Background: an optimization exercise with open tools, aiming at small area. Do not read the settings as production practice. Function was checked by simulation only, so behaviour that the tests miss may differ from the original. The clock cells of runs 3 to 5 come from the design's own scripts or RTL, not from TritonCTS. No driver is modelled on the clock port, so clock power and skew are understated where the tree is cut down; a real chip needs a root buffer or a tree. Power is estimated from default activity; no workload was simulated.

$ cat flow/config.mk
export PLATFORM = sky130hd
export DESIGN_NAME = dma_if
export DESIGN_NICKNAME = dma_if
export VERILOG_FILES = /design/flow/design.v
export SDC_FILE = /design/flow/constraint.sdc
export NUM_CORES = 4
export LEC_CHECK = 0
export CAP_MARGIN = 20
export CORE_MARGIN = 2
export CORE_UTILIZATION = 40
export SLEW_MARGIN = 20
export SYNTH_HIERARCHICAL = 1
export SYNTH_MINIMUM_KEEP_SIZE = 0
$ cat flow/constraint.sdc
create_clock -name core_clock -period 5.0 [get_ports {clk}]
set_input_delay 1.0000 -clock core_clock [delete_from_list [all_inputs] [get_ports {clk}]]
set_output_delay 1.0000 -clock core_clock [all_outputs]
set_load 0.01 [all_outputs]
$ cat flow/design.v
module dma_if (
  input      [1:0]    peri_sel,
  output              dma_req,
  input               dma_gnt,
  output     [31:0]   dma_addr,
  output              dma_we,
  output     [31:0]   dma_wdata,
  input      [31:0]   dma_rdata,
  input               dma_rvalid,
  input               peri0_req,
  output              peri0_gnt,
  input      [31:0]   peri0_addr,
  input               peri0_we,
  input      [31:0]   peri0_wdata,
  output     [31:0]   peri0_rdata,
  output              peri0_rvalid,
  input               peri1_req,
  output              peri1_gnt,
  input      [31:0]   peri1_addr,
  input               peri1_we,
  input      [31:0]   peri1_wdata,
  output     [31:0]   peri1_rdata,
  output              peri1_rvalid,
  input               peri2_req,
  output              peri2_gnt,
  input      [31:0]   peri2_addr,
  input               peri2_we,
  input      [31:0]   peri2_wdata,
  output     [31:0]   peri2_rdata,
  output              peri2_rvalid,
  input               peri3_req,
  output              peri3_gnt,
  input      [31:0]   peri3_addr,
  input               peri3_we,
  input      [31:0]   peri3_wdata,
  output     [31:0]   peri3_rdata,
  output              peri3_rvalid,
  input               clk,
  input               reset
);
  reg                 live;
  reg                 rd_ok;
  reg        [65:0]   bus0, bus1, bus2, bus3;
  reg                 gnt_q;
  reg                 rvalid_q;
  reg        [31:0]   rdata_n;                  
  always @ (posedge clk or posedge reset) begin
    if (reset) begin
      live  <= 1'b0;
      rd_ok <= 1'b0;
    end else begin
      live  <= 1'b1;
      if (dma_rvalid) rd_ok <= 1'b1;
    end
  end
  always @ (posedge clk) begin
    bus0 <= {peri0_req, peri0_we, peri0_addr, peri0_wdata};
    bus1 <= {peri1_req, peri1_we, peri1_addr, peri1_wdata};
    bus2 <= {peri2_req, peri2_we, peri2_addr, peri2_wdata};
    bus3 <= {peri3_req, peri3_we, peri3_addr, peri3_wdata};
    gnt_q <= dma_gnt;
    rvalid_q <= dma_rvalid;
    if (dma_rvalid) rdata_n <= ~dma_rdata;
  end
  wire s0 = live & (peri_sel == 2'd0);
  wire s1 = live & (peri_sel == 2'd1);
  wire s2 = live & (peri_sel == 2'd2);
  wire s3 = live & (peri_sel == 2'd3);
  wire r0 = rd_ok & (peri_sel == 2'd0);
  wire r1 = rd_ok & (peri_sel == 2'd1);
  wire r2 = rd_ok & (peri_sel == 2'd2);
  wire r3 = rd_ok & (peri_sel == 2'd3);
  wire [65:0] bus;
  genvar i;
  generate
    for (i = 0; i < 65; i = i + 1) begin : g_mux
      wire n012, n3;
      dma_if_aoi222 u_aoi (.a0(s0), .b0(bus0[i]), .a1(s1), .b1(bus1[i]),
                           .a2(s2), .b2(bus2[i]), .y(n012));
      dma_if_nand2 u_n3 (.a(s3), .b(bus3[i]), .y(n3));
      dma_if_nand2 u_or (.a(n012), .b(n3), .y(bus[i]));
    end
  endgenerate
  wire req_n012, req_n3;
  dma_if_aoi222 u_req_aoi (.a0(s0), .b0(bus0[65]), .a1(s1), .b1(bus1[65]),
                           .a2(s2), .b2(bus2[65]), .y(req_n012));
  dma_if_nand2 u_req_n3 (.a(s3), .b(bus3[65]), .y(req_n3));
  dma_if_aoi21 u_req_or (.a1(req_n012), .a2(req_n3), .b(gnt_q), .y(bus[65]));
  assign {dma_req, dma_we, dma_addr, dma_wdata} = bus;
  dma_if_and2 u_gnt0 (.a(s0), .b(gnt_q), .y(peri0_gnt));
  dma_if_and2 u_gnt1 (.a(s1), .b(gnt_q), .y(peri1_gnt));
  dma_if_and2 u_gnt2 (.a(s2), .b(gnt_q), .y(peri2_gnt));
  dma_if_and2 u_gnt3 (.a(s3), .b(gnt_q), .y(peri3_gnt));
  dma_if_and2 u_rvalid0 (.a(s0), .b(rvalid_q), .y(peri0_rvalid));
  dma_if_and2 u_rvalid1 (.a(s1), .b(rvalid_q), .y(peri1_rvalid));
  dma_if_and2 u_rvalid2 (.a(s2), .b(rvalid_q), .y(peri2_rvalid));
  dma_if_and2 u_rvalid3 (.a(s3), .b(rvalid_q), .y(peri3_rvalid));
  wire rn0 = ~r0, rn1 = ~r1, rn2 = ~r2, rn3 = ~r3;
  generate
    for (i = 0; i < 32; i = i + 1) begin : g_rd
      dma_if_nor2 u_r0 (.a(rn0), .b(rdata_n[i]), .y(peri0_rdata[i]));
      dma_if_nor2 u_r1 (.a(rn1), .b(rdata_n[i]), .y(peri1_rdata[i]));
      dma_if_nor2 u_r2 (.a(rn2), .b(rdata_n[i]), .y(peri2_rdata[i]));
      dma_if_nor2 u_r3 (.a(rn3), .b(rdata_n[i]), .y(peri3_rdata[i]));
    end
  endgenerate
endmodule
module dma_if_aoi222 (
  input  a0, b0, a1, b1, a2, b2,
  output y
);
  assign y = ~((a0 & b0) | (a1 & b1) | (a2 & b2));
endmodule
module dma_if_nand2 (
  input  a, b,
  output y
);
  assign y = ~(a & b);
endmodule
module dma_if_nor2 (
  input  a, b,
  output y
);
  assign y = ~(a | b);
endmodule
module dma_if_aoi21 (
  input  a1, a2, b,
  output y
);
  assign y = ~((a1 & a2) | b);
endmodule
module dma_if_and2 (
  input  a, b,
  output y
);
  assign y = a & b;
endmodule
$ cat flow/flow/run.sh
#!/bin/bash
# Standard layout, with two changes: the port buffers are the smallest
# buffer (buf_1) and the clock tree uses small buffers without dummy loads.
set -euo pipefail
export BUFFER_PORTS_ARGS="-buffer_cell sky130_fd_sc_hd__buf_1"
export CTS_ARGS="-sink_clustering_enable -repair_clock_nets -dont_use_dummy_load -buf_list {sky130_fd_sc_hd__clkbuf_8} -sink_clustering_size 20 -sink_clustering_max_diameter 60"
bash standard.sh > standard.log 2>&1
$ cat flow/standard.sh
#!/bin/bash
# synth_recipe.tcl (not shown) runs the flow's synth.tcl, then flattens the netlist and writes it again
# the make line also repeats each setting of config.mk as NAME=value (left out here)
make -C /OpenROAD-flow-scripts/flow DESIGN_CONFIG=/design/flow/config.mk WORK_HOME=/design/flow/orfs CLKGATE_MAP_FILE= SYNTH_SCRIPT=/design/flow/synth_recipe.tcl "${@:-finish}"
==> metrics.csv, run 1 <==
stage,metric,value,unit
status,outcome,timing/DRC/antenna clean,
critical_path,critical_path_arrival,2.87,ns
place,placed_cell_area,10600,um2
logic_synthesis,synth_top_cell_by_area,dfxtp_1,
routing,post-route-drc-count,0,
routing,avgRoutedWirePerCell,17.9,um
critical_path,r2r_cells,1,
critical_path,reg2reg_slack,4.17,ns
pwr,max-vdd-ir-drop,0.000307,V
pwr,leakage,0.00442,uW
critical_path,start_kind,primary input,
pwr,seq_power_share,65.6,%
critical_path,timing.rr.start,rd_ok$_DFFE_PP0P_,
die,fp.coreArea,20200,um2
timing,finalMaxSlewViolations,0,
grt,grt_use_met3,10.2,%
timing,worst-slew-pin-transition,0.811,ns
logic_synthesis,synth_cells,677,
critical_path,cp-end-kind,output port,
die,rows,52,
die,die_x,147,um
routing,routed_wl,26700,um
timing,relSlewSlack,45.9,%
place,dp_cells,1458,
critical_path,path_cells,"buf_1, and3b_2, buf_4, a222oi_1, a21oi_2, buf_1",
final_layout,drive_gt1_share,2.90,%
grt,grt.busiest_layer,met2,
logic_synthesis,yosysMostFrequentCell,dfxtp_1,
logic_synthesis,synthDominantCellAreaShare,64.7,%
cts,ctsResizeCount,0,
pwr,internal-power,3060,uW
logic_synthesis,synth-main-ff-cell,dfxtp_1,
final_layout,design_area,10800,um2
die,start_util,40.7,%
critical_path,cp_max_fo,32,
logic_synthesis,synth.area.top_cells,"dfxtp_1 65%, edfxtp_1 12%, a222oi_1 8.0%",
cts,cts_inserted_buffers,19,
critical_path,crit_type,in -> out,
logic_synthesis,syn_area,8230,um2
grt,grtUsageMet1,22.5,%
timing,setup_violations,0,
critical_path,max_stage_delay,0.76,ns
routing,via_count,7005,
timing,max_freq,258,MHz
timing,finalHoldViolations,0,
timing,final.setup.tns,0,ns
cts,cts_tree,done,
grt,overflow,0,
grt,antenna_found_initial,8,
routing,ant_nets,0,
final_layout,layout.nets,1511,
critical_path,r2r-end,rd_ok$_DFFE_PP0P_,
die,die_y,147,um
die,io_pins,504,
worst_hold_path,min_path_type,in -> async,
timing,rsz0062_at_grt,false,
timing,fin_crit_sh,77.5,%
critical_path,slowest_stage,and3b_2,
logic_synthesis,syn_area_per_cell,12.1,um2
pwr,combPwrFrac,9.0,%
routing,via_per_inst,4.71,
grt,grt_pass1_vias,6824,
place,routabilityCongestion,0.883,
critical_path,cp_top_family,buffers and inverters,
critical_path,path_buf_inv,3,
logic_synthesis,yosys-top-cells-count,"266 x dfxtp_1, 131 x nand2_1, 128 x nor2_1",
run,drv_cap,0,
logic_synthesis,synth_seq_cells,300,
place,pre_cts_ws,1.15,ns
pwr,p_switching,943,uW
place,dp_hpwl,20400,um
pwr,clock_power_share,25.4,%
timing,fin_worst_skew,0,ns
cts,post_cts_buffers,0,
critical_path,worstPathRequired,4.00,ns
routing,drt-initial-drc-count,501,
grt,grtUsageMet2,42.8,%
die,dieArea,21700,um2
timing,fin_crit,3.87,ns
grt,grt_use_total,23.1,%
logic_synthesis,syn_nets,979,
logic_synthesis,synth_edf_count,32,
logic_synthesis,synth_seq_area_share,77.0,%
cts,cts_sinks,300,
logic_synthesis,yosys_warnings,7,
routing,dr.pass1.iters,7,
cts,clk_pin_slew_worst_paths,0.07,ns
final_layout,area_growth,31.9,%
cts,clock_path_buffers,3,
final_layout,final_cells,1487,
pwr,powerDensity,369,nW/um2
pwr,p_sw_share,23.6,%
place,port-buffer-count,503,
cts,insertion_delay,0.50,ns
cts,htree_levels,1,
grt,grt_max_degree,69,
cts,cts_root_buf,clkbuf_8,
timing,final.setup.worst_slack,1.13,ns
cts,cts_hold_buf,0,
critical_path,crit_path_frequent_cell,buf_1,
logic_synthesis,synth.distinct_cells,17,
logic_synthesis,async_flop_share,0.667,%
final_layout,postLayoutCoreUtil,53.6,%
grt,grt_pass1_wl,38000,um
## layer usage
layer / up-vias / part of all wire [%]
met4: 0 / 3.4
li1: 3375 / -
met1: 3233 / 33
met3: 62 / 11
met5: - / 0
met2: 335 / 53
## kinds of logic after synthesis
kind of cell / share of synthesized area (%)
compound gates: 8.14
buf+inv: 1.51
simple gates: 13.3
other cells: 0.0456
flops: 77.0
## through the flow
stage,hold slack [ns],total power [uW]
after floorplan,0.500,2820
after global placement,0.536,3040
after detailed placement,0.538,3040
after CTS,0.274,4050
after global routing,0.281,4190
final,0.307,4000
## Yosys stat by module, one instance, submodules excluded
module	times used	flip-flops and latches	cells inside	cell area (um2)
dma_if_and2	8	0	1	6.26
dma_if	1	300	343	6530
dma_if_nand2	131	0	1	3.75
dma_if_aoi21	1	0	1	8.76
dma_if_nor2	128	0	1	3.75
dma_if_aoi222	66	0	1	10.0
## cells in the final DEF (no fill, tap or decap)
cell type,Yosys,final
clkbuf_8,0,19
inv_1,33,33
clkbuf_2,0,1
nand3_1,1,1
buf_4,0,5
dfrtp_1,2,2
buf_12,0,3
nand3b_1,2,2
nor3b_4,0,1
dfxtp_1,266,266
diode_2,0,10
a21oi_2,1,1
nand2_1,131,131
conb_1,1,1
or2_2,1,1
nor2_1,128,128
buf_1,0,502
and2_1,8,8
or3b_2,0,1
a222oi_1,66,66
edfxtp_1,32,32
and3b_2,2,2
and3_2,1,1
## area by class of cell
type / instances / area [um2]
Multi-Input combinational cell: 344 / 1780
Antenna cell: 10 / 25.0
Timing Repair Buffer: 511 / 1990
Inverter: 33 / 124
Sequential cell: 300 / 6340
Tap cell: 270 / 338
Fill cell: 1911 / 9390
Clock buffer: 19 / 262
## state kept, by name (all words and copies together) (netlist names)
signal,cells
rd_ok,1
bus1,66
rvalid_q,1
gnt_q,1
bus0,66
live,1
bus2,66
rdata_n,32
bus3,66
## how the worst max path moves through the flow
stage | startpoint | endpoint | slack [ns] | cells past startpoint
after global routing | peri_sel[0] | dma_addr[11] | 0.98 | 6
final | peri_sel[0] | dma_req | 1.13 | 6
after detailed placement | peri_sel[0] | dma_req | 1.15 | 6
after CTS | peri_sel[0] | dma_req | 1.15 | 6
after global placement | peri_sel[0] | dma_wdata[22] | 1.14 | 6
after floorplan | peri_sel[1] | dma_req | 0.42 | 3
## power groups by stage
stage	registers [uW]	clock network, uW	logic, uW
4_1_cts	2630	1060	364
3_3_place_gp	2680	0	359
6_report	2630	1020	359
3_5_place_dp	2680	0	362
2_1_floorplan	2660	0	163
5_1_grt	2640	1150	399
==> run 2: changes to the inputs <==
--- a/flow/design.v
+++ b/flow/design.v
@@ -62,29 +62,44 @@
     rvalid_q <= dma_rvalid;
     if (dma_rvalid) rdata_n <= ~dma_rdata;
   end
-  wire s0 = live & (peri_sel == 2'd0);
-  wire s1 = live & (peri_sel == 2'd1);
-  wire s2 = live & (peri_sel == 2'd2);
-  wire s3 = live & (peri_sel == 2'd3);
-  wire r0 = rd_ok & (peri_sel == 2'd0);
-  wire r1 = rd_ok & (peri_sel == 2'd1);
-  wire r2 = rd_ok & (peri_sel == 2'd2);
-  wire r3 = rd_ok & (peri_sel == 2'd3);
+  localparam NS = 4;    
+  localparam NR = 2;    
+  wire [NS-1:0] s0v, s1v, s2v, s3v;
+  wire [NR-1:0] rn0v, rn1v, rn2v, rn3v;
+  wire sel0 = peri_sel[0], sel1 = peri_sel[1];
+  wire sel0_n, sel1_n;
+  dma_if_inv u_sel0_n (.a(sel0), .y(sel0_n));
+  dma_if_inv u_sel1_n (.a(sel1), .y(sel1_n));
+  genvar i;
+  generate
+    for (i = 0; i < NS; i = i + 1) begin : g_sdec
+      dma_if_and3 u_d0 (.a(live), .b(sel1_n), .c(sel0_n), .y(s0v[i]));
+      dma_if_and3 u_d1 (.a(live), .b(sel1_n), .c(sel0),   .y(s1v[i]));
+      dma_if_and3 u_d2 (.a(live), .b(sel1),   .c(sel0_n), .y(s2v[i]));
+      dma_if_and3 u_d3 (.a(live), .b(sel1),   .c(sel0),   .y(s3v[i]));
+    end
+    for (i = 0; i < NR; i = i + 1) begin : g_rdec
+      dma_if_nand3 u_d0 (.a(rd_ok), .b(sel1_n), .c(sel0_n), .y(rn0v[i]));
+      dma_if_nand3 u_d1 (.a(rd_ok), .b(sel1_n), .c(sel0),   .y(rn1v[i]));
+      dma_if_nand3 u_d2 (.a(rd_ok), .b(sel1),   .c(sel0_n), .y(rn2v[i]));
+      dma_if_nand3 u_d3 (.a(rd_ok), .b(sel1),   .c(sel0),   .y(rn3v[i]));
+    end
+  endgenerate
+  wire s0 = s0v[0], s1 = s1v[0], s2 = s2v[0], s3 = s3v[0];
   wire [65:0] bus;
-  genvar i;
   generate
     for (i = 0; i < 65; i = i + 1) begin : g_mux
       wire n012, n3;
-      dma_if_aoi222 u_aoi (.a0(s0), .b0(bus0[i]), .a1(s1), .b1(bus1[i]),
-                           .a2(s2), .b2(bus2[i]), .y(n012));
-      dma_if_nand2 u_n3 (.a(s3), .b(bus3[i]), .y(n3));
+      dma_if_aoi222 u_aoi (.a0(s0v[i*NS/66]), .b0(bus0[i]), .a1(s1v[i*NS/66]), .b1(bus1[i]),
+                           .a2(s2v[i*NS/66]), .b2(bus2[i]), .y(n012));
+      dma_if_nand2 u_n3 (.a(s3v[i*NS/66]), .b(bus3[i]), .y(n3));
       dma_if_nand2 u_or (.a(n012), .b(n3), .y(bus[i]));
     end
   endgenerate
   wire req_n012, req_n3;
-  dma_if_aoi222 u_req_aoi (.a0(s0), .b0(bus0[65]), .a1(s1), .b1(bus1[65]),
-                           .a2(s2), .b2(bus2[65]), .y(req_n012));
-  dma_if_nand2 u_req_n3 (.a(s3), .b(bus3[65]), .y(req_n3));
+  dma_if_aoi222 u_req_aoi (.a0(s0v[NS-1]), .b0(bus0[65]), .a1(s1v[NS-1]), .b1(bus1[65]),
+                           .a2(s2v[NS-1]), .b2(bus2[65]), .y(req_n012));
+  dma_if_nand2 u_req_n3 (.a(s3v[NS-1]), .b(bus3[65]), .y(req_n3));
   dma_if_aoi21 u_req_or (.a1(req_n012), .a2(req_n3), .b(gnt_q), .y(bus[65]));
   assign {dma_req, dma_we, dma_addr, dma_wdata} = bus;
   dma_if_and2 u_gnt0 (.a(s0), .b(gnt_q), .y(peri0_gnt));
@@ -95,13 +110,12 @@
   dma_if_and2 u_rvalid1 (.a(s1), .b(rvalid_q), .y(peri1_rvalid));
   dma_if_and2 u_rvalid2 (.a(s2), .b(rvalid_q), .y(peri2_rvalid));
   dma_if_and2 u_rvalid3 (.a(s3), .b(rvalid_q), .y(peri3_rvalid));
-  wire rn0 = ~r0, rn1 = ~r1, rn2 = ~r2, rn3 = ~r3;
   generate
     for (i = 0; i < 32; i = i + 1) begin : g_rd
-      dma_if_nor2 u_r0 (.a(rn0), .b(rdata_n[i]), .y(peri0_rdata[i]));
-      dma_if_nor2 u_r1 (.a(rn1), .b(rdata_n[i]), .y(peri1_rdata[i]));
-      dma_if_nor2 u_r2 (.a(rn2), .b(rdata_n[i]), .y(peri2_rdata[i]));
-      dma_if_nor2 u_r3 (.a(rn3), .b(rdata_n[i]), .y(peri3_rdata[i]));
+      dma_if_nor2 u_r0 (.a(rn0v[i*NR/32]), .b(rdata_n[i]), .y(peri0_rdata[i]));
+      dma_if_nor2 u_r1 (.a(rn1v[i*NR/32]), .b(rdata_n[i]), .y(peri1_rdata[i]));
+      dma_if_nor2 u_r2 (.a(rn2v[i*NR/32]), .b(rdata_n[i]), .y(peri2_rdata[i]));
+      dma_if_nor2 u_r3 (.a(rn3v[i*NR/32]), .b(rdata_n[i]), .y(peri3_rdata[i]));
     end
   endgenerate
 endmodule
@@ -135,3 +149,21 @@
 );
   assign y = a & b;
 endmodule
+module dma_if_inv (
+  input  a,
+  output y
+);
+  assign y = ~a;
+endmodule
+module dma_if_and3 (
+  input  a, b, c,
+  output y
+);
+  assign y = a & b & c;
+endmodule
+module dma_if_nand3 (
+  input  a, b, c,
+  output y
+);
+  assign y = ~(a & b & c);
+endmodule
==> run 2 against run 1 <==
Against the previous run: clock power is essentially flat; critical path depth did not move; non-clock buffer count down 8; area after synthesis is 1.0% higher; sequential share of layout area grew 0.22 points; clock skew stayed put; synthesized cell count grew 2.7%; cell count up 0.27%; via count grew 0.94%; critical endpoint is now dma_wdata[8]; still clean on timing, DRC and antenna; register-to-register slack lost 0.02 ns; highest routed layer is now met5; wire length up 4.3%; largest power group unchanged.
==> metrics.csv, run 2 <==
stage,metric,value,unit
logic_synthesis,async_flop_share,0.667,%
timing,worst-slew-pin-transition,0.893,ns
die,dieArea,21900,um2
logic_synthesis,synth.distinct_cells,13,
place,port-buffer-count,503,
die,io_pins,504,
timing,fin_worst_skew,0,ns
logic_synthesis,synth_seq_cells,300,
grt,antenna_found_initial,5,
critical_path,cp_top_family,buffers and inverters,
critical_path,crit_path_frequent_cell,buf_1,
logic_synthesis,synth_seq_area_share,76.3,%
timing,final.setup.tns,0,ns
cts,cts_root_buf,clkbuf_8,
logic_synthesis,synth_edf_count,32,
critical_path,path_buf_inv,3,
grt,grt_pass1_vias,6507,
critical_path,path_cells,"buf_1, inv_1, and3_1, a222oi_1, nand2_1, buf_1",
worst_hold_path,min_path_type,in -> async,
final_layout,final_cells,1491,
die,die_y,148,um
critical_path,worstPathRequired,4.00,ns
die,fp.coreArea,20300,um2
critical_path,slowest_stage,and3_1,
final_layout,n_fill_cell,1939,
status,outcome,timing/DRC/antenna clean,
logic_synthesis,syn_area,8310,um2
place,placed_cell_area,10500,um2
timing,rsz0062_at_grt,false,
logic_synthesis,synthDominantCellAreaShare,64.1,%
logic_synthesis,synth_top_cell_by_area,dfxtp_1,
pwr,powerDensity,372,nW/um2
cts,post_cts_buffers,0,
routing,routed_wl,27800,um
timing,fin_crit_sh,77.6,%
timing,finalHoldViolations,0,
critical_path,start_kind,primary input,
timing,setup_violations,0,
cts,clock_path_buffers,3,
grt,overflow,0,
critical_path,critical_path_arrival,2.88,ns
final_layout,drive_gt1_share,1.73,%
grt,grt_max_degree,35,
final_layout,layout.nets,1521,
critical_path,max_stage_delay,0.53,ns
critical_path,cp-end-kind,output port,
grt,grt_use_total,23.5,%
logic_synthesis,synth.area.top_cells,"dfxtp_1 64%, edfxtp_1 12%, a222oi_1 8.0%",
routing,post-route-drc-count,0,
logic_synthesis,yosys_warnings,7,
routing,via_per_inst,4.74,
timing,finalMaxSlewViolations,0,
logic_synthesis,yosys-top-cells-count,"266 x dfxtp_1, 131 x nand2_1, 128 x nor2_1",
final_layout,area_growth,30.1,%
timing,fin_crit,3.88,ns
place,routabilityCongestion,0.834,
die,rows,52,
place,dp_cells,1468,
cts,clk_pin_slew_worst_paths,0.12,ns
logic_synthesis,synth_cells,695,
pwr,leakage,0.00445,uW
routing,via_count,7071,
cts,cts_sinks,300,
logic_synthesis,synth-main-ff-cell,dfxtp_1,
critical_path,crit_type,in -> out,
final_layout,design_area,10800,um2
final_layout,final_cell_mix,"502 x buf_1, 266 x dfxtp_1, 131 x nand2_1",
run,drv_cap,0,
cts,cts_inserted_buffers,19,
die,die_x,148,um
routing,ant_nets,0,
cts,ctsResizeCount,0,
pwr,max-vdd-ir-drop,0.000262,V
cts,cts_hold_buf,0,
timing,max_freq,258,MHz
timing,relSlewSlack,40.5,%
routing,drt-initial-drc-count,431,
logic_synthesis,syn_area_per_cell,12.0,um2
logic_synthesis,syn_nets,997,
cts,cts_tree,done,
grt,grt_pass1_wl,38900,um
routing,avgRoutedWirePerCell,18.7,um
place,dp_hpwl,21600,um
die,start_util,40.9,%
routing,dr.pass1.iters,5,
critical_path,cp_max_fo,19,
cts,htree_levels,1,
cts,insertion_delay,0.53,ns
logic_synthesis,yosysMostFrequentCell,dfxtp_1,
final_layout,mostFrequentLayoutCell,buf_1,
run 2: changes by cell type in the layout (fill, tap and decap cells not counted), sizes merged:
cell    delta
buf        -8
inv        +2
and3      +15
nand3b     -2
nor3b      -1
and3b      -2
or3b       -1
diode      -6
nand3      +7
run 2: cell type report:
type / instances / area (um2) / area share (%)
repair buffers: 503 / 1890 / 17.5
clock buffers: 19 / 262 / 2.42
well taps: 270 / 338 / 3.13
inverters: 35 / 131 / 1.22
diodes: 4 / 10.0 / 0.0926
flip-flops and latches: 300 / 6340 / 58.6
multi-input cells: 360 / 1840 / 17.0
run 2: final timing paths:
path                                   start                 to  slack [ns]  cells after the start
setup / recovery                 peri_sel[0]       dma_wdata[8]        1.12                      6
hold / removal                         reset     live$_DFF_PP0_        0.27                      2
setup reg to reg           rd_ok$_DFFE_PP0P_  rd_ok$_DFFE_PP0P_        4.15                      1
hold reg to reg            rd_ok$_DFFE_PP0P_  rd_ok$_DFFE_PP0P_        0.68                      1
max in group asynchronous              reset  rd_ok$_DFFE_PP0P_        4.63                      2
min in group core_clock       peri3_addr[14]   bus3[46]$_DFF_P_        0.55                      1
run 2: per-stage QoR:
stage | hold slack [ns] | util, % | worst slack [ns] | power (uW)
2_1_floorplan | 0.581 | - | 2.04 | 2830
3_3_place_gp | 0.629 | 51.9 | 1.19 | 3040
3_5_place_dp | 0.641 | 51.9 | 1.09 | 3050
4_1_cts | 0.236 | 53.2 | 1.09 | 4050
5_1_grt | 0.242 | 53.2 | 0.948 | 4190
6_report | 0.266 | 53.2 | 1.12 | 4020
run 2: kinds of logic after synthesis:
logic type	Yosys count	share of synthesized area [%]
DFF	300	76.3
buffers and inverters	35	1.58
and+or+nand+nor	292	14.1
other	1	0.0451
AOI/OAI and AO/OA	67	8.06
run 2: layer usage:
| metal | share of wire, % | track usage (%) | up-vias |
|---|---|---|---|
| li1 | - | - | 3421 |
| met1 | 38 | 28.3 | 3269 |
| met2 | 49 | 39.9 | 341 |
| met3 | 10 | 8.04 | 38 |
| met4 | 2.7 | 7.00 | 2 |
| met5 | 0.047 | 0 | - |
run 2: per-module statistics from Yosys, one instance, submodules excluded:
module	cells	flops+latches	area [um2]
dma_if	335	300	6470
dma_if_aoi222	1	0	10.0
dma_if_aoi21	1	0	8.76
dma_if_and2	1	0	6.26
dma_if_and3	1	0	6.26
dma_if_nand3	1	0	5.00
dma_if_inv	1	0	3.75
dma_if_nand2	1	0	3.75
dma_if_nor2	1	0	3.75
run 2: report_power, final:
part           switching [uW]  total, uW  internal (uW)
sequential               60.2       2630           2570
combinational             220        361            141
clock                     681       1030            346
total                     961       4020           3060
==> run 3: changes to the inputs <==
==> flow/flow/run.sh (replaced) <==
#!/bin/bash
# Standard layout with two changes: the port buffers are the smallest buffer
# (buf_1), and the clock tree is built by flow/my_cts.tcl (a small inverter
# tree over balanced k-means groups of flip-flops) in place of ORFS's CTS.
set -euo pipefail
work=$(pwd)
export BUFFER_PORTS_ARGS="-buffer_cell sky130_fd_sc_hd__buf_1"
bash standard.sh place > standard_place.log 2>&1
RESULTS_DIR=$work/orfs/results/$FLOW_PLATFORM/dma_if/base \
PLATFORM_DIR=$FLOW_HOME/platforms/$FLOW_PLATFORM \
LIB_FILES=$FLOW_HOME/platforms/$FLOW_PLATFORM/lib/sky130_fd_sc_hd__tt_025C_1v80.lib \
CTS_LEVELS="sky130_fd_sc_hd__inv_8 16 sky130_fd_sc_hd__clkbuf_8 2 sky130_fd_sc_hd__inv_8 1" \
  openroad -no_init -exit $work/flow/my_cts.tcl > my_cts.log 2>&1
bash standard.sh finish > standard_finish.log 2>&1
==> flow/flow/my_cts.tcl (new file) <==
# A small clock tree in place of ORFS's CTS step. The flip-flops are split
# into groups of nearby flip-flops (k-means, with balanced group sizes); each
# group is driven by one leaf cell at its centre. The leaf cells are grouped
# the same way under mid-level cells, and one root cell, fed by the clock
# port, drives the mid-level cells. CTS_LEVELS lists, from the leaves up,
# "cell count" pairs; the last level has count 1 (the root). The number of
# inverting levels must be even, so every flip-flop sees the clock's polarity.
# Reads 3_place.odb/.sdc, writes 4_1_cts.odb and 4_cts.sdc.
set res $::env(RESULTS_DIR)
set plat $::env(PLATFORM_DIR)
foreach lib $::env(LIB_FILES) { read_liberty $lib }
read_db $res/3_place.odb
read_sdc $res/3_place.sdc
source $plat/setRC.tcl

set db [ord::get_db]
set block [ord::get_db_block]
set clk_port [$block findBTerm clk]
set clknet [$clk_port getNet]

# balanced k-means: items are {payload x y}; returns a list of groups, each
# {cx cy {payloads}}
proc cluster {items ngroups} {
  set n [llength $items]
  if {$ngroups >= $n} { set ngroups $n }
  set sorted [lsort -real -index 1 $items]
  set cx {}; set cy {}
  for {set k 0} {$k < $ngroups} {incr k} {
    set s [lindex $sorted [expr {int(($k + 0.5) * $n / $ngroups)}]]
    lappend cx [lindex $s 1]; lappend cy [lindex $s 2]
  }
  # plain k-means first
  for {set iter 0} {$iter < 100} {incr iter} {
    set sx [lrepeat $ngroups 0.0]; set sy [lrepeat $ngroups 0.0]; set sc [lrepeat $ngroups 0]
    foreach s $items {
      set x [lindex $s 1]; set y [lindex $s 2]
      set best 0; set bd 1e30
      for {set k 0} {$k < $ngroups} {incr k} {
        set d [expr {abs($x - [lindex $cx $k]) + abs($y - [lindex $cy $k])}]
        if {$d < $bd} { set bd $d; set best $k }
      }
      lset sx $best [expr {[lindex $sx $best] + $x}]
      lset sy $best [expr {[lindex $sy $best] + $y}]
      lset sc $best [expr {[lindex $sc $best] + 1}]
    }
    set moved 0
    for {set k 0} {$k < $ngroups} {incr k} {
      set c [lindex $sc $k]
      if {$c == 0} continue
      set nx [expr {[lindex $sx $k] / $c}]; set ny [expr {[lindex $sy $k] / $c}]
      if {abs($nx - [lindex $cx $k]) > 1 || abs($ny - [lindex $cy $k]) > 1} { set moved 1 }
      lset cx $k $nx; lset cy $k $ny
    }
    if {!$moved} break
  }
  # then balance: at most cap items per group
  set cap [expr {int(ceil(double($n) / $ngroups))}]
  for {set round 0} {$round < 10} {incr round} {
    set pairs {}
    set i 0
    foreach s $items {
      set x [lindex $s 1]; set y [lindex $s 2]
      for {set k 0} {$k < $ngroups} {incr k} {
        lappend pairs [list [expr {abs($x - [lindex $cx $k]) + abs($y - [lindex $cy $k])}] $i $k]
      }
      incr i
    }
    set assign [lrepeat $n -1]
    set sc [lrepeat $ngroups 0]
    foreach p [lsort -real -index 0 $pairs] {
      lassign $p d i k
      if {[lindex $assign $i] >= 0 || [lindex $sc $k] >= $cap} continue
      lset assign $i $k
      lset sc $k [expr {[lindex $sc $k] + 1}]
    }
    set sx [lrepeat $ngroups 0.0]; set sy [lrepeat $ngroups 0.0]
    set i 0
    foreach s $items {
      set k [lindex $assign $i]
      lset sx $k [expr {[lindex $sx $k] + [lindex $s 1]}]
      lset sy $k [expr {[lindex $sy $k] + [lindex $s 2]}]
      incr i
    }
    for {set k 0} {$k < $ngroups} {incr k} {
      set c [lindex $sc $k]
      if {$c == 0} continue
      lset cx $k [expr {[lindex $sx $k] / $c}]; lset cy $k [expr {[lindex $sy $k] / $c}]
    }
  }
  set groups {}
  for {set k 0} {$k < $ngroups} {incr k} {
    set members {}
    set i 0
    foreach s $items {
      if {[lindex $assign $i] == $k} { lappend members [lindex $s 0] }
      incr i
    }
    if {[llength $members]} { lappend groups [list [lindex $cx $k] [lindex $cy $k] $members] }
  }
  return $groups
}

# the sinks: every pin on the clock port's net
set items {}
foreach it [$clknet getITerms] {
  set bb [[$it getInst] getBBox]
  lappend items [list $it [expr {([$bb xMin] + [$bb xMax]) / 2.0}] [expr {([$bb yMin] + [$bb yMax]) / 2.0}]]
}
puts "my_cts: [llength $items] sinks"

set level 0
foreach {cell count} $::env(CTS_LEVELS) {
  set master [$db findMaster $cell]
  set groups [cluster $items $count]
  set next {}
  set g 0
  foreach grp $groups {
    lassign $grp gx gy members
    set name "clk_l${level}_$g"
    set inst [odb::dbInst_create $block $master $name]
    set x [expr {int($gx - [$master getWidth] / 2)}]
    set y [expr {int($gy - [$master getHeight] / 2)}]
    $inst setLocation $x $y
    $inst setPlacementStatus PLACED
    set net [odb::dbNet_create $block "clknet_l${level}_$g"]
    $net setSigType CLOCK
    foreach mt [$master getMTerms] {
      if {[$mt getSigType] ne "SIGNAL"} continue
      if {[$mt getIoType] eq "OUTPUT"} { [$inst findITerm [$mt getName]] connect $net }
    }
    foreach it $members { $it disconnect; $it connect $net }
    set in_it ""
    foreach mt [$master getMTerms] {
      if {[$mt getSigType] eq "SIGNAL" && [$mt getIoType] eq "INPUT"} { set in_it [$inst findITerm [$mt getName]] }
    }
    $in_it connect $clknet
    lappend next [list $in_it [expr {$x + [$master getWidth] / 2.0}] [expr {$y + [$master getHeight] / 2.0}]]
    incr g
  }
  puts "my_cts: level $level: [llength $groups] x $cell, group sizes [lmap grp $groups {llength [lindex $grp 2]}]"
  set items $next
  incr level
}
global_connect

set_propagated_clock [all_clocks]
detailed_placement
check_placement -verbose
estimate_parasitics -placement
report_worst_slack -max
report_worst_slack -min
set m 0
foreach p [get_pins -hierarchical */CLK] {
  foreach e {rise fall} { set s [get_property $p slew_max_$e]; if {$s > $m} { set m $s } }
}
puts "my_cts: largest clock-pin slew (placement estimate) $m"
write_db $res/4_1_cts.odb
write_sdc $res/4_cts.sdc
==> run 3 against run 2 <==
Against the previous run: setup slack lost 0.023 ns; clock skew is the same; cell count is essentially flat; critical path depth is the same; power shrank 1.1%; synthesized cell count is the same; clock power shrank 4%; utilization shrank 0.22 points; maximum frequency shrank 0.59%; critical path type unchanged; largest cell class unchanged.
==> metrics.csv, run 3 <==
stage,metric,value,unit
status,outcome,timing/DRC/antenna clean,
logic_synthesis,syn_area_per_cell,12.0,um2
routing,dr.pass1.iters,6,
grt,grt_max_degree,35,
timing,fin_worst_skew,0,ns
logic_synthesis,yosys_warnings,7,
routing,ant_nets,0,
logic_synthesis,synth.distinct_cells,13,
grt,antenna_found_initial,4,
timing,max_freq,256,MHz
routing,avgRoutedWirePerCell,18.7,um
pwr,max-vdd-ir-drop,0.000214,V
timing,final.setup.tns,0,ns
pwr,internal-power,2870,uW
die,start_util,40.9,%
logic_synthesis,synth.area.top_cells,"dfxtp_1 64%, edfxtp_1 12%, a222oi_1 8.0%",
place,port-buffer-count,503,
logic_synthesis,synth_cells,695,
timing,final.setup.worst_slack,1.10,ns
logic_synthesis,syn_area,8310,um2
die,die_x,148,um
grt,grt_pass1_wl,39100,um
timing,fin_crit,3.90,ns
final_layout,drive_gt1_share,1.73,%
pwr,clock_power_share,24.8,%
timing,relSlewSlack,41.3,%
pwr,leakage,0.00443,uW
critical_path,timing.rr.start,rd_ok$_DFFE_PP0P_,
final_layout,final_cell_mix,"502 x buf_1, 266 x dfxtp_1, 131 x nand2_1",
pwr,seq_power_share,66.2,%
grt,grt_pass1_vias,6511,
critical_path,crit_type,in -> out,
logic_synthesis,synth_top_cell_by_area,dfxtp_1,
critical_path,critical_path_arrival,2.90,ns
critical_path,cp-startpoint,peri_sel[0],
pwr,p_switching,1110,uW
timing,finalHoldViolations,0,
final_layout,layout.nets,1521,
timing,setup_violations,0,
critical_path,worstPathRequired,4.00,ns
logic_synthesis,synth_seq_area_share,76.3,%
logic_synthesis,yosys-top-cells-count,"266 x dfxtp_1, 131 x nand2_1, 128 x nor2_1",
routing,routed_wl,27900,um
place,pre_cts_ws,1.09,ns
critical_path,path_cells,"buf_1, inv_1, and3_1, a222oi_1, nand2_1, buf_1",
die,fp.coreArea,20300,um2
run,drv_cap,0,
place,dp_hpwl,21600,um
place,dp_cells,1468,
timing,fin_crit_sh,78.0,%
timing,rsz0062_at_grt,false,
logic_synthesis,syn_nets,997,
routing,via_per_inst,4.70,
pwr,combPwrFrac,9.1,%
logic_synthesis,async_flop_share,0.667,%
critical_path,path_buf_inv,3,
logic_synthesis,synth_seq_cells,300,
logic_synthesis,synth-main-ff-cell,dfxtp_1,
grt,grt_use_total,23.3,%
critical_path,cp_top_family,buffers and inverters,
cts,insertion_delay,0.42,ns
die,die_y,148,um
timing,finalMaxSlewViolations,0,
cts,clk_pin_slew_worst_paths,0.11,ns
place,routabilityCongestion,0.834,
die,io_pins,504,
logic_synthesis,yosysMostFrequentCell,dfxtp_1,
logic_synthesis,synthDominantCellAreaShare,64.1,%
critical_path,slowest_stage,a222oi_1,
worst_hold_path,min_path_type,in -> async,
routing,drt-initial-drc-count,507,
timing,worst-slew-pin-transition,0.881,ns
pwr,powerDensity,369,nW/um2
logic_synthesis,synth_edf_count,32,
critical_path,start_kind,primary input,
routing,via_count,6997,
final_layout,area_growth,29.5,%
grt,overflow,0,
routing,post-route-drc-count,0,
critical_path,max_stage_delay,0.55,ns
pwr,p_sw_share,27.9,%
critical_path,cp_max_fo,16,
critical_path,crit_path_frequent_cell,buf_1,
final_layout,final_cells,1490,
die,dieArea,21900,um2
critical_path,cp-end-kind,output port,
die,rows,52,
final_layout,mostFrequentLayoutCell,buf_1,
## run 3: cell counts after synthesis
Identical to the previous run, type by type.
## run 3: per-stage QoR
step	hold WS [ns]	power, uW	utilization (%)	cell area [um2]
final	0.369	3970	53.0	10800
after detailed placement	0.641	3050	51.9	10500
after floorplan	0.581	2830	-	8310
after global routing	0.356	4170	53.0	10800
after global placement	0.629	3040	51.9	10500
## run 3: area by class of cell
cell class              instances  area (um2)
diodes                          3        7.51
plain buffers                   2        27.5
fillers                      1943        9540
inverters                      52         323
multi-input cells             360        1840
flip-flops and latches        300        6340
well taps                     270         338
repair buffers                503        1890
## run 3: power by group through the flow
| stage | sequential [uW] | combinational [uW] | clock, uW |
|---|---|---|---|
| final | 2630 | 361 | 984 |
| after global routing | 2640 | 400 | 1120 |
| after detailed placement | 2680 | 362 | 0 |
| after global placement | 2680 | 359 | 0 |
| after floorplan | 2660 | 165 | 0 |
## run 3: logic make-up after synthesis
logic type	synth area share, %
AO/OA/AOI/OAI	8.06
AND/OR/NAND/NOR	14.1
buffers and inverters	1.58
other	0.0451
flip-flops	76.3
## run 3: worst paths after layout
path / to / cells after the start / slack (ns)
max in group asynchronous: rd_ok$_DFFE_PP0P_ / 2 / 4.53
setup / recovery: dma_addr[27] / 6 / 1.10
setup reg to reg: rd_ok$_DFFE_PP0P_ / 1 / 4.15
hold / removal: live$_DFF_PP0_ / 2 / 0.37
hold reg to reg: rd_ok$_DFFE_PP0P_ / 1 / 0.68
min in group core_clock: bus0[56]$_DFF_P_ / 1 / 0.64
## run 3: modules after synthesis, one instance, submodules excluded, excerpt
module         cells  area, um2  times used
dma_if_aoi222      1       10.0          66
dma_if_nand3       1       5.00           8
dma_if           335       6470           1
dma_if_nor2        1       3.75         128
dma_if_and3        1       6.26          16
dma_if_inv         1       3.75           2
## run 3: metal layers
layer	global-route usage, %	part of all wire (%)	vias up
met5	0	0.047	-
met4	5.86	2.3	2
met3	6.56	11	36
met2	40.2	49	343
met1	28.9	38	3185
li1	-	-	3431
==> run 4: changes to the inputs <==
--- a/flow/flow/run.sh
+++ b/flow/flow/run.sh
@@ -9,6 +9,6 @@
 RESULTS_DIR=$work/orfs/results/$FLOW_PLATFORM/dma_if/base \
 PLATFORM_DIR=$FLOW_HOME/platforms/$FLOW_PLATFORM \
 LIB_FILES=$FLOW_HOME/platforms/$FLOW_PLATFORM/lib/sky130_fd_sc_hd__tt_025C_1v80.lib \
-CTS_LEVELS="sky130_fd_sc_hd__inv_8 16 sky130_fd_sc_hd__clkbuf_8 2 sky130_fd_sc_hd__inv_8 1" \
+CTS_LEVELS="sky130_fd_sc_hd__inv_8 18 sky130_fd_sc_hd__clkbuf_8 2 sky130_fd_sc_hd__inv_8 1" \
   openroad -no_init -exit $work/flow/my_cts.tcl > my_cts.log 2>&1
 bash standard.sh finish > standard_finish.log 2>&1
==> run 4 against run 3 <==
Against the previous run: area after synthesis is the same; largest power group unchanged; cell count is 0.20% higher; combinational power barely moved; power is 1.0% higher; utilization increased by 0.12 points; synthesized cell count unchanged; sequential share of layout area is 0.14 points lower; wire length up 0.37%; first-iteration DRC count shrank 3.2%; design area increased by 0.23%; clock power is 4% higher.
==> metrics.csv, run 4 <==
stage,metric,value,unit
critical_path,path_cells,"buf_1, inv_1, and3_1, a222oi_1, nand2_1, buf_1",
logic_synthesis,syn_area_per_cell,12.0,um2
die,start_util,40.9,%
cts,insertion_delay,0.44,ns
status,outcome,timing/DRC/antenna clean,
pwr,max-vdd-ir-drop,0.000262,V
logic_synthesis,yosysMostFrequentCell,dfxtp_1,
routing,wl_met1,10600,um
grt,antenna_found_initial,5,
logic_synthesis,async_flop_share,0.667,%
critical_path,critical_path_arrival,2.87,ns
timing,fin_crit_sh,77.4,%
pwr,combPwrFrac,9.0,%
timing,setup_violations,0,
logic_synthesis,synth.area.top_cells,"dfxtp_1 64%, edfxtp_1 12%, a222oi_1 8.0%",
routing,met2_length,13800,um
place,routabilityCongestion,0.834,
critical_path,start_kind,primary input,
critical_path,cp-startpoint,peri_sel[0],
pwr,seq_power_share,65.5,%
final_layout,layout.nets,1523,
logic_synthesis,synth_cells,695,
final_layout,n_fill_cell,1933,
pwr,clock_power_share,25.5,%
logic_synthesis,synth_top_cell_by_area,dfxtp_1,
die,fp.coreArea,20300,um2
routing,ant_nets,0,
timing,fin_worst_skew,0,ns
pwr,leakage,0.00445,uW
final_layout,area_growth,29.8,%
timing,fin_crit,3.87,ns
final_layout,mostFrequentLayoutCell,buf_1,
routing,highest_layer,met5,
logic_synthesis,synthDominantCellAreaShare,64.1,%
routing,via_per_inst,4.78,
timing,finalHoldViolations,0,
critical_path,cp_max_fo,16,
grt,grt_pass1_wl,39100,um
critical_path,worstPathRequired,4.00,ns
grt,overflow,0,
routing,avgRoutedWirePerCell,18.7,um
critical_path,slowest_stage,a222oi_1,
routing,drt-initial-drc-count,491,
timing,rsz0062_at_grt,false,
grt,grt_max_degree,35,
pwr,p_switching,1140,uW
timing,final.setup.worst_slack,1.13,ns
pwr,internal-power,2880,uW
run,drv_cap,0,
cts,clk_pin_slew_worst_paths,0.10,ns
timing,relSlewSlack,41.2,%
critical_path,crit_type,in -> out,
grt,grt_use_total,23.2,%
place,pre_cts_ws,1.09,ns
die,die_y,148,um
critical_path,cp-end-kind,output port,
logic_synthesis,yosys-top-cells-count,"266 x dfxtp_1, 131 x nand2_1, 128 x nor2_1",
die,dieArea,21900,um2
worst_hold_path,min_path_type,in -> async,
grt,grt_pass1_vias,6552,
final_layout,final_cell_mix,"502 x buf_1, 266 x dfxtp_1, 131 x nand2_1",
logic_synthesis,synth.distinct_cells,13,
critical_path,timing.rr.start,rd_ok$_DFFE_PP0P_,
pwr,p_sw_share,28.3,%
timing,finalMaxSlewViolations,0,
timing,final.setup.tns,0,ns
routing,via_count,7138,
logic_synthesis,yosys_warnings,7,
timing,max_freq,258,MHz
pwr,power.total,4020,uW
logic_synthesis,synth_edf_count,32,
pwr,powerDensity,372,nW/um2
routing,routed_wl,28000,um
logic_synthesis,synth_seq_cells,300,
logic_synthesis,syn_area,8310,um2
die,die_x,148,um
place,port-buffer-count,503,
die,io_pins,504,
routing,dr.pass1.iters,7,
timing,worst-slew-pin-transition,0.882,ns
logic_synthesis,synth-main-ff-cell,dfxtp_1,
critical_path,max_stage_delay,0.54,ns
logic_synthesis,syn_nets,997,
routing,wl_met3,2840,um
final_layout,drive_gt1_share,1.89,%
logic_synthesis,synth_seq_area_share,76.3,%
place,dp_hpwl,21600,um
die,rows,52,
routing,post-route-drc-count,0,
critical_path,crit_path_frequent_cell,buf_1,
## run 4: final cells by class
cell class | count | area, um2 | share of cell area, %
multi-input combinational | 360 | 1840 | 17.1
buffer | 2 | 27.5 | 0.255
tap | 270 | 338 | 3.13
timing repair buffer | 503 | 1890 | 17.5
antenna | 4 | 10.0 | 0.0928
sequential | 300 | 6340 | 58.7
inverter | 54 | 345 | 3.20
## run 4: routing by layer
metal / GRT usage, % / vias to the layer above
met3: 6.69 / 34
li1: - / 3441
met4: 5.81 / 2
met5: 0 / -
met2: 40.0 / 354
met1: 28.8 / 3307
## run 4: cells by family (layout without fill, tap and decap cells)
logic type	after synthesis	after routing	synth area share, %
and+or+nand+nor	292	292	14.1
DFF	300	300	76.3
AOI/OAI and AO/OA	67	67	8.06
other	1	5	0.0451
buffers and inverters	35	559	1.58
## run 4: through the flow
step	hold slack [ns]	area, um2	instances	util [%]
5_1_grt	0.347	10800	1493	53.1
6_report	0.360	10800	1493	53.1
3_5_place_dp	0.641	10500	1468	51.9
2_1_floorplan	0.581	8310	695	-
3_3_place_gp	0.629	10500	1468	51.9
## run 4: worst paths after layout
path | cells after the start | slack [ns] | endpoint
setup / recovery | 6 | 1.13 | dma_addr[27]
hold / removal | 2 | 0.36 | live$_DFF_PP0_
setup reg to reg | 1 | 4.16 | rd_ok$_DFFE_PP0P_
hold reg to reg | 1 | 0.67 | rd_ok$_DFFE_PP0P_
max in group asynchronous | 2 | 4.54 | rd_ok$_DFFE_PP0P_
min in group core_clock | 1 | 0.64 | bus3[17]$_DFF_P_
## run 4: worst max-delay path, delay by kind of cell
kind	cells	cell delay, ns
simple gates	2	0.59
buf+inv	3	0.73
compound gates	1	0.54
## run 4: modules after synthesis (local to each module, per instance)
module / flip-flops and latches / cells / copies in the design
dma_if_nor2: 0 / 1 / 128
dma_if_and2: 0 / 1 / 8
dma_if_inv: 0 / 1 / 2
dma_if_aoi21: 0 / 1 / 1
dma_if_nand2: 0 / 1 / 131
dma_if: 300 / 335 / 1
dma_if_aoi222: 0 / 1 / 66
dma_if_and3: 0 / 1 / 16
dma_if_nand3: 0 / 1 / 8
## run 4: power groups by stage
stage	clock network [uW]	registers, uW	logic [uW]
finish	1020	2630	361
global route	1150	2640	400
detailed placement	0	2680	362
global placement	0	2680	359
floorplan	0	2660	165
==> run 5: changes to the inputs <==
--- a/flow/flow/run.sh
+++ b/flow/flow/run.sh
@@ -9,6 +9,6 @@
 RESULTS_DIR=$work/orfs/results/$FLOW_PLATFORM/dma_if/base \
 PLATFORM_DIR=$FLOW_HOME/platforms/$FLOW_PLATFORM \
 LIB_FILES=$FLOW_HOME/platforms/$FLOW_PLATFORM/lib/sky130_fd_sc_hd__tt_025C_1v80.lib \
-CTS_LEVELS="sky130_fd_sc_hd__inv_8 18 sky130_fd_sc_hd__clkbuf_8 2 sky130_fd_sc_hd__inv_8 1" \
+CTS_LEVELS="sky130_fd_sc_hd__inv_8 16 sky130_fd_sc_hd__inv_12 1" \
   openroad -no_init -exit $work/flow/my_cts.tcl > my_cts.log 2>&1
 bash standard.sh finish > standard_finish.log 2>&1
==> run 5 against run 4 <==
Against the previous run: global-route usage is essentially flat; synthesized cell count unchanged; setup slack lost 0.012 ns; sequential share of layout area grew 0.26 points; sequential power about the same.
==> metrics.csv, run 5 <==
stage,metric,value,unit
pwr,seq_power_share,66.9,%
place,routabilityCongestion,0.834,
logic_synthesis,yosys-top-cells-count,"266 x dfxtp_1, 131 x nand2_1, 128 x nor2_1",
grt,grt_max_degree,35,
logic_synthesis,synth-main-ff-cell,dfxtp_1,
place,port-buffer-count,503,
final_layout,mostFrequentLayoutCell,buf_1,
logic_synthesis,synth.distinct_cells,13,
timing,rsz0062_at_grt,false,
logic_synthesis,syn_area,8310,um2
logic_synthesis,async_flop_share,0.667,%
routing,ant_nets,0,
pwr,leakage,0.00442,uW
final_layout,final_cell_mix,"502 x buf_1, 266 x dfxtp_1, 131 x nand2_1",
timing,final.setup.tns,0,ns
die,die_y,148,um
routing,dr.pass1.iters,7,
grt,grt_pass1_wl,39000,um
timing,whs,0.525,ns
routing,drt-initial-drc-count,496,
grt,grt_use_total,23.2,%
logic_synthesis,synth_top_cell_by_area,dfxtp_1,
logic_synthesis,synth.area.top_cells,"dfxtp_1 64%, edfxtp_1 12%, a222oi_1 8.0%",
worst_hold_path,min_path_type,in -> async,
place,dp_hpwl,21600,um
timing,worst-slew-pin-transition,0.877,ns
cts,insertion_delay,0.27,ns
final_layout,layout.nets,1519,
die,die_x,148,um
final_layout,drive_gt1_share,1.56,%
grt,antenna_found_initial,4,
pwr,max-vdd-ir-drop,0.000368,V
logic_synthesis,synthDominantCellAreaShare,64.1,%
pwr,clock_power_share,23.9,%
grt,overflow,0,
die,dieArea,21900,um2
routing,avgRoutedWirePerCell,18.7,um
critical_path,start_kind,primary input,
pwr,combPwrFrac,9.2,%
timing,finalMaxSlewViolations,0,
logic_synthesis,synth_edf_count,32,
die,io_pins,504,
logic_synthesis,synth_cells,695,
pwr,p_switching,1100,uW
run,drv_cap,0,
die,start_util,40.9,%
die,rows,52,
timing,relSlewSlack,41.5,%
timing,finalHoldViolations,0,
status,outcome,timing/DRC/antenna clean,
logic_synthesis,yosysMostFrequentCell,dfxtp_1,
logic_synthesis,synth_seq_cells,300,
timing,fin_crit,3.88,ns
final_layout,area_growth,29.3,%
final_layout,postLayoutCoreUtil,52.9,%
timing,fin_crit_sh,77.7,%
die,fp.coreArea,20300,um2
pwr,internal-power,2830,uW
critical_path,critical_path_arrival,2.88,ns
cts,clk_pin_slew_worst_paths,0.10,ns
routing,routed_wl,27900,um
timing,max_freq,257,MHz
pwr,power.total,3930,uW
routing,via_per_inst,4.71,
logic_synthesis,synth_seq_area_share,76.3,%
routing,via_count,7005,
logic_synthesis,yosys_warnings,7,
critical_path,worstPathRequired,4.00,ns
logic_synthesis,syn_area_per_cell,12.0,um2
logic_synthesis,syn_nets,997,
timing,setup_violations,0,
pwr,powerDensity,366,nW/um2
grt,grt_pass1_vias,6465,
critical_path,cp_max_fo,16,
timing,fin_worst_skew,0,ns
critical_path,crit_type,in -> out,
pwr,p_sw_share,27.9,%
critical_path,cp-end-kind,output port,
routing,post-route-drc-count,0,
==> run 5: cell counts after synthesis <==
Identical to the previous run, type by type.
==> run 5: final timing paths <==
| path | to | cells after the start | slack (ns) | startpoint |
|---|---|---|---|---|
| min in group core_clock | rd_ok$_DFFE_PP0P_ | 1 | 0.68 | rd_ok$_DFFE_PP0P_ |
| hold reg to reg | rd_ok$_DFFE_PP0P_ | 1 | 0.68 | rd_ok$_DFFE_PP0P_ |
| hold / removal | live$_DFF_PP0_ | 2 | 0.53 | reset |
| setup / recovery | dma_addr[27] | 6 | 1.12 | peri_sel[0] |
| max in group asynchronous | rd_ok$_DFFE_PP0P_ | 2 | 4.37 | reset |
| setup reg to reg | rd_ok$_DFFE_PP0P_ | 1 | 4.15 | rd_ok$_DFFE_PP0P_ |
==> run 5: critical path, cell delays in order <==
cell,delay [ns]
buf_1,0.33
inv_1,0.26
and3_1,0.47
a222oi_1,0.54
nand2_1,0.12
buf_1,0.14
==> run 5: layout make-up <==
class / count / area (um2)
timing repair buffer: 503 / 1890
antenna: 3 / 7.51
tap: 270 / 338
sequential: 300 / 6340
multi-input combinational: 360 / 1840
inverter: 52 / 328
fill: 1946 / 9560
==> run 5: power by group through the flow <==
stage          registers (uW)  logic (uW)  clock network, uW
6_report                 2630         360                942
5_1_grt                  2650         400               1080
3_5_place_dp             2680         362                  0
3_3_place_gp             2680         359                  0
2_1_floorplan            2660         165                  0
==> run 5: per-stage QoR <==
stage	setup WS [ns]	std cells	instance area [um2]
after detailed placement	1.09	1468	10500
after global placement	1.19	1468	10500
after global routing	0.948	1488	10700
final	1.12	1488	10700
after floorplan	2.04	695	8310
==> run 5: logic make-up after synthesis <==
| logic type | share of synthesized area (%) |
|---|---|
| flops | 76.3 |
| simple gates | 14.1 |
| other cells | 0.0451 |
| buf+inv | 1.58 |
| compound gates | 8.06 |
==> run 5: Yosys stat by module (local to each module, per instance), excerpt <==
module         times used  flip-flops and latches
dma_if                  1                     300
dma_if_aoi222          66                       0
dma_if_aoi21            1                       0
dma_if_and2             8                       0
dma_if_and3            16                       0
dma_if_inv              2                       0
dma_if_nand2          131                       0
==> run 5: layer usage <==
layer	GRT usage, %	share of wire (%)	vias up
met4	5.00	2.1	2
met5	0	0.047	-
li1	-	-	3424
met2	40.2	50	356
met1	28.9	38	3195
met3	6.87	11	28

re-timing with driven ports:
The results above use ideal ports. As a check the final layouts listed here were re-extracted and re-timed, cells and wires unchanged.
Step 1 assumes that a clkbuf_16 drives the clock port and a buf_2 every other input.
Step 2, shift: input delay + t, output delay - t, t = (earliest + latest rising clock arrival at the registers) / 2. This alone moves slack from input paths to output paths.
Three values: ideal, step 1, step 2; two values: the first two.
run | shift t [ns] | setup slack, ns | worst setup path at the end | worst slew at a driven data input, ns | pins driven straight from the clock port
run 1 | 0.555 | 1.127 / 1.075 / 1.075 | input to output | 0.09 | 1
run 2 | 0.554 | 1.121 / 1.066 / 1.066 | input to output | 0.14 | 1
run 3 | 0.482 | 1.098 / 1.043 / 1.043 | input to output | 0.13 | 1
run 4 | 0.496 | 1.128 / 1.071 / 1.071 | input to output | 0.14 | 1
run 5 | 0.339 | 1.116 / 1.061 / 1.061 | input to output | 0.13 | 1
After both steps setup and hold are still met in every run listed. The setup slack of run 4, which loses most, moves by -0.057 ns with the drivers and by -0.057 ns with both steps.
